This design comes from an exercise in tuning for small area on the open sky130 flow, not from production work. In this exercise RTL edits were held to simulation tests only and were not proved equivalent to the original. Power figures rest on the tool's default switching activity, not on a simulated workload.

==> flow/design.v (excerpt) <==
module apb_adv_timer #(
  parameter APB_ADDR_WIDTH = 12,   
  parameter EXTSIG_NUM     = 32,
  parameter TIMER_NBITS    = 16
) (
  input  logic                      HCLK,
  input  logic                      HRESETn,
  input  logic [APB_ADDR_WIDTH-1:0] PADDR,
  input  logic               [31:0] PWDATA,
  input  logic                      PWRITE,
  input  logic                      PSEL,
  input  logic                      PENABLE,
  output logic               [31:0] PRDATA,
  output logic                      PREADY,
  output logic                      PSLVERR,
  input  logic                      dft_cg_enable_i,
  input  logic                      low_speed_clk_i,
  input  logic     [EXTSIG_NUM-1:0] ext_sig_i,
  output logic                [3:0] events_o,
  output logic                [3:0] ch_0_o,
  output logic                [3:0] ch_1_o,
  output logic                [3:0] ch_2_o,
  output logic                [3:0] ch_3_o
);
  localparam N_TIMEREXTSIG = EXTSIG_NUM+16;
  logic   [3:0] s_event_en;
  logic  [15:0] s_event_sel;
  logic   [3:0] s_start;
  logic   [3:0] s_stop;
  logic   [3:0] s_update;
  logic   [3:0] s_arm;
  logic   [3:0] s_rst;
  logic   [3:0] s_saw;
  logic  [31:0] s_in_sel;
  logic   [3:0] s_in_clk;
  logic  [11:0] s_in_mode;
  logic  [31:0] s_presc;
  logic [127:0] s_th;
  logic [255:0] s_ch_th;
  logic  [47:0] s_ch_mode;
  logic   [3:0] s_clk_en;
  logic  [63:0] s_counter;
  logic   [3:0] s_counter_valid;
  logic  [15:0] s_pwm;
  logic [N_TIMEREXTSIG-1:0] s_timer_signal;
  ...
Size in the first run: roughly 1,500 flip-flops, roughly 140 I/O pins, ~0.064 mm² of cells after synthesis.
clock: 10.0 ns
lec_check: 0
cap_margin: 20
core_margin: 2
core_utilization: 40
slew_margin: 20
standard.sh (not shown) runs the stock make flow with config.mk's settings and CLKGATE_MAP_FILE= SYNTH_SCRIPT=/design/flow/synth_recipe.tcl, a recipe that flattens the netlist after the stock synthesis.
==> flow/flow/run.sh <==
#!/bin/bash
# Own layout flow: the standard layout (standard.sh, same make targets and
# settings) with three changes:
#  - synthesis maps the combinational logic with a deeper, area-oriented ABC
#    script (flow/abc_deep.script); flip-flops, their names and cell types are
#    those of the standard synthesis, since abc only maps the logic between them;
#  - the port buffers are sky130_fd_sc_hd__buf_2 cells;
#  - clock tree synthesis uses clkbuf_8 buffers, 14-sink clusters and no
#    dummy loads.
# make's full output goes to flow_make.log; ORFS keeps each step's log under
# orfs/logs/.
set -euo pipefail
W=$(pwd)
export MY_ABC_SCRIPT=$W/flow/abc_deep.script
sed "s#SYNTH_SCRIPT=[^ ]*#SYNTH_SCRIPT=$W/flow/my_synth.tcl#" standard.sh > my_standard.sh
bash my_standard.sh \
  "BUFFER_PORTS_ARGS=-buffer_cell sky130_fd_sc_hd__buf_2" \
  "CTS_ARGS=-sink_clustering_enable -repair_clock_nets -dont_use_dummy_load -buf_list sky130_fd_sc_hd__clkbuf_8 -sink_clustering_size 14 -sink_clustering_max_diameter 60" \
  finish > $W/flow_make.log 2>&1 || { tail -50 $W/flow_make.log; exit 1; }
tail -5 $W/flow_make.log
==> flow/flow/abc_deep.script <==
strash
&get -n
&st
&deepsyn -T 60
&put
dch -f
amap
==> flow/flow/my_synth.tcl <==
# The standard synthesis (synth_recipe.tcl), with ORFS's abc call given a
# different ABC script. abc maps only the logic between the flip-flops.
proc abc {args} {
  set i [lsearch -exact $args -script]
  if { $i >= 0 } {
    lset args [expr { $i + 1 }] $::env(MY_ABC_SCRIPT)
  }
  puts "abc (own script): $args"
  yosys abc {*}$args
}
source [file dirname [file dirname [file normalize [info script]]]]/synth_recipe.tcl
The baseline completed without violations.
Then changed:
--- a/flow/flow/run.sh
+++ b/flow/flow/run.sh
@@ -6,5 +6,5 @@
 #    those of the standard synthesis, since abc only maps the logic between them;
 #  - the port buffers are sky130_fd_sc_hd__buf_2 cells;
-#  - clock tree synthesis uses clkbuf_8 buffers, 14-sink clusters and no
+#  - clock tree synthesis uses clkbuf_4 buffers, 8-sink clusters and no
 #    dummy loads.
 # make's full output goes to flow_make.log; ORFS keeps each step's log under
@@ -16,5 +16,5 @@
 bash my_standard.sh \
   "BUFFER_PORTS_ARGS=-buffer_cell sky130_fd_sc_hd__buf_2" \
-  "CTS_ARGS=-sink_clustering_enable -repair_clock_nets -dont_use_dummy_load -buf_list sky130_fd_sc_hd__clkbuf_8 -sink_clustering_size 14 -sink_clustering_max_diameter 60" \
+  "CTS_ARGS=-sink_clustering_enable -repair_clock_nets -dont_use_dummy_load -buf_list sky130_fd_sc_hd__clkbuf_4 -sink_clustering_size 8 -sink_clustering_max_diameter 50" \
   finish > $W/flow_make.log 2>&1 || { tail -50 $W/flow_make.log; exit 1; }
 tail -5 $W/flow_make.log
==> flow/flow/abc_deep.script (replaced) <==
strash
&get -n
&st
&deepsyn -T 60
&put
dch -f
amap -F 4 -A 10
topo
The new run finished with timing, DRC and antenna clean.
Wire length increases by 8.4%.
Clock power decreases by 6.1%.
Total power decreases by 1.9%.
Final area decreases by 0.79%.
Register-to-register slack is better by 0.42 ns.
Sequential power barely changes.
Then changed:
==> flow/flow/abc_deep.script (replaced) <==
strash
&get -n
&st
&deepsyn -T 60
&put
dch -f
amap
The new run completed with no timing, DRC or antenna violations.
Clock-buffer cell count is unchanged.
Setup slack gets better by 0.13 ns.
Synthesized area came out higher by 0.64%.

== pepper ==
apb_adv_timer, a different RTL version from the one above (not shown whole).
Size in the first run: ~7,100 cells after synthesis, roughly 1,500 flip-flops, ~140 I/O pins, ~0.061 mm2 of cells after synthesis.
==> flow/config.mk <==
export PLATFORM = sky130hd
export DESIGN_NAME = apb_adv_timer
export DESIGN_NICKNAME = apb_adv_timer
export VERILOG_FILES = /design/flow/design.v
export SDC_FILE = /design/flow/constraint.sdc
export NUM_CORES = 4
export LEC_CHECK = 0
export CAP_MARGIN = 20
export CORE_MARGIN = 2
export CORE_UTILIZATION = 40
export SLEW_MARGIN = 20
==> flow/constraint.sdc <==
create_clock -name core_clock -period 10.0 [get_ports {HCLK}]
set_input_delay 2.0000 -clock core_clock [delete_from_list [all_inputs] [get_ports {HCLK}]]
set_output_delay 2.0000 -clock core_clock [all_outputs]
set_load 0.01 [all_outputs]
==> flow/flow/run.sh <==
#!/bin/bash
# Own layout flow: the standard layout (standard.sh, same make targets and
# settings) with three changes:
#  - synthesis maps the combinational logic with a deeper, area-oriented ABC
#    script (flow/abc_deep.script); flip-flops, their names and cell types are
#    those of the standard synthesis, since abc only maps the logic between them;
#  - the port buffers are sky130_fd_sc_hd__buf_2 cells;
#  - clock tree synthesis uses clkbuf_4 buffers, 8-sink clusters and no
#    dummy loads.
# make's full output goes to flow_make.log; ORFS keeps each step's log under
# orfs/logs/.
set -euo pipefail
W=$(pwd)
export MY_ABC_SCRIPT=$W/flow/abc_deep.script
sed "s#SYNTH_SCRIPT=[^ ]*#SYNTH_SCRIPT=$W/flow/my_synth.tcl#" standard.sh > my_standard.sh
bash my_standard.sh \
  "BUFFER_PORTS_ARGS=-buffer_cell sky130_fd_sc_hd__buf_2" \
  "CTS_ARGS=-sink_clustering_enable -repair_clock_nets -dont_use_dummy_load -buf_list sky130_fd_sc_hd__clkbuf_4 -sink_clustering_size 8 -sink_clustering_max_diameter 50" \
  finish > $W/flow_make.log 2>&1 || { tail -50 $W/flow_make.log; exit 1; }
tail -5 $W/flow_make.log
==> flow/flow/abc_deep.script <==
strash
&get -n
&st
&deepsyn -T 60
&put
dch -f
amap -F 4 -A 10
topo
Scripts as last shown in full above: flow/flow/my_synth.tcl
pepper: PASS, flow complete, no timing, DRC or antenna violations
Changes in willow relative to pepper:
==> flow/flow/abc_deep.script <==
strash
&get -n
&st
&deepsyn -T 120
&put
dch -f
amap -F 4 -A 10
topo
==> results.txt <==
Compared pepper against willow; sequential-cell power consumption within noise. Lower setup slack goes to pepper over willow. Of willow and pepper, the run reporting the lower combinational share of power was willow. On synthesized instance count, willow and pepper are neck and neck. Compared pepper against willow; adder and majority gate portion of the synthesized area within noise. All of willow and pepper finish clean. Changes observed in willow relative to pepper: count of buffer and inverter cells on the critical path saw a decrease; final design utilization saw a decrease; number of fillers in the final layout saw little to no change. ~same synthesized area in willow and pepper. willow has global routing usage on met1 below what pepper had. Going from pepper to willow, placed instance area shrank slightly.
Setup changes, willow to quartz
==> flow/flow/run.sh <==
#!/bin/bash
# Own layout flow: the standard layout (standard.sh, same make targets and
# settings) with three changes:
#  - synthesis maps the combinational logic with a deeper, area-oriented ABC
#    script (flow/abc_deep.script); flip-flops, their names and cell types are
#    those of the standard synthesis, since abc only maps the logic between them;
#  - the port buffers are sky130_fd_sc_hd__buf_2 cells;
#  - clock tree synthesis uses clkbuf_8 buffers, 14-sink clusters and no
#    dummy loads.
# make's full output goes to flow_make.log; ORFS keeps each step's log under
# orfs/logs/.
set -euo pipefail
W=$(pwd)
export MY_ABC_SCRIPT=$W/flow/abc_deep.script
sed "s#SYNTH_SCRIPT=[^ ]*#SYNTH_SCRIPT=$W/flow/my_synth.tcl#" standard.sh > my_standard.sh
bash my_standard.sh \
  "BUFFER_PORTS_ARGS=-buffer_cell sky130_fd_sc_hd__buf_2" \
  "CTS_ARGS=-sink_clustering_enable -repair_clock_nets -dont_use_dummy_load -buf_list sky130_fd_sc_hd__clkbuf_8 -sink_clustering_size 14 -sink_clustering_max_diameter 60" \
  finish > $W/flow_make.log 2>&1 || { tail -50 $W/flow_make.log; exit 1; }
tail -5 $W/flow_make.log
==> flow/flow/abc_deep.script <==
strash
&get -n
&st
&deepsyn -T 60
&put
dch -f
amap -F 4 -A 10
topo
--- outcome ---
willow → quartz: total length of routed met3 wires went up; sequential share of layout area went down; starting utilization of the core area did not really move; wire length of the first global-routing pass went up.
PADDR[9] as the start point of the critical path was reported by willow, and PADDR[2] by quartz.
Going from willow to quartz, length of routed wiring on met1 shows an increase of 23,000 um; post-placement setup slack shows a reduction of 310 ps; floorplan die area shows no meaningful change.
Delta (quartz minus willow): final total power climbed 6.5%; count of non-CTS buffers in the layout climbed about 19%.
Between willow and quartz, the synthesized cell count figures differ only marginally.

separate check: timing with driven ports:
Ports are ideal in the flow. The routed layouts listed here were re-timed in OpenROAD.
Step 1: set_driving_cell puts a clkbuf_16 on HCLK and a buf_2 on each other input, an assumption about the parent block.
Step 2 also shifts input and output timing later by t, the mid clock arrival at the registers, as if the neighbouring blocks saw the same clock.
Slacks: ideal / step 1 / step 2; pairs: ideal / step 1.
| run | t, ns | setup WS [ns] | slew at the worst register clock pin (ns) | pins driven straight from the clock port |
|---|---|---|---|---|
| the first run of note 1 | 1.012 | 1.174 / 1.141 / 1.141 | 0.10 / 0.10 | 1 |
| the second run of note 1 | 1.389 | 1.038 / 1.015 / 1.015 | 0.12 / 0.12 | 1 |
| the third run of note 1 | 1.421 | 1.172 / 1.138 / 1.138 | 0.11 / 0.11 | 1 |
| pepper | 1.351 | 0.593 / 0.567 / 0.567 | 0.11 / 0.11 | 1 |
| willow | 1.419 | 1.162 / 1.138 / 1.138 | 0.11 / 0.11 | 1 |
| quartz | 1.009 | 0.727 / 0.701 / 0.701 | 0.10 / 0.10 | 1 |
After both steps setup and hold are still met in every run listed. The setup slack of the third run of note 1, which loses most, moves by -0.034 ns with the drivers and by -0.034 ns with both steps.
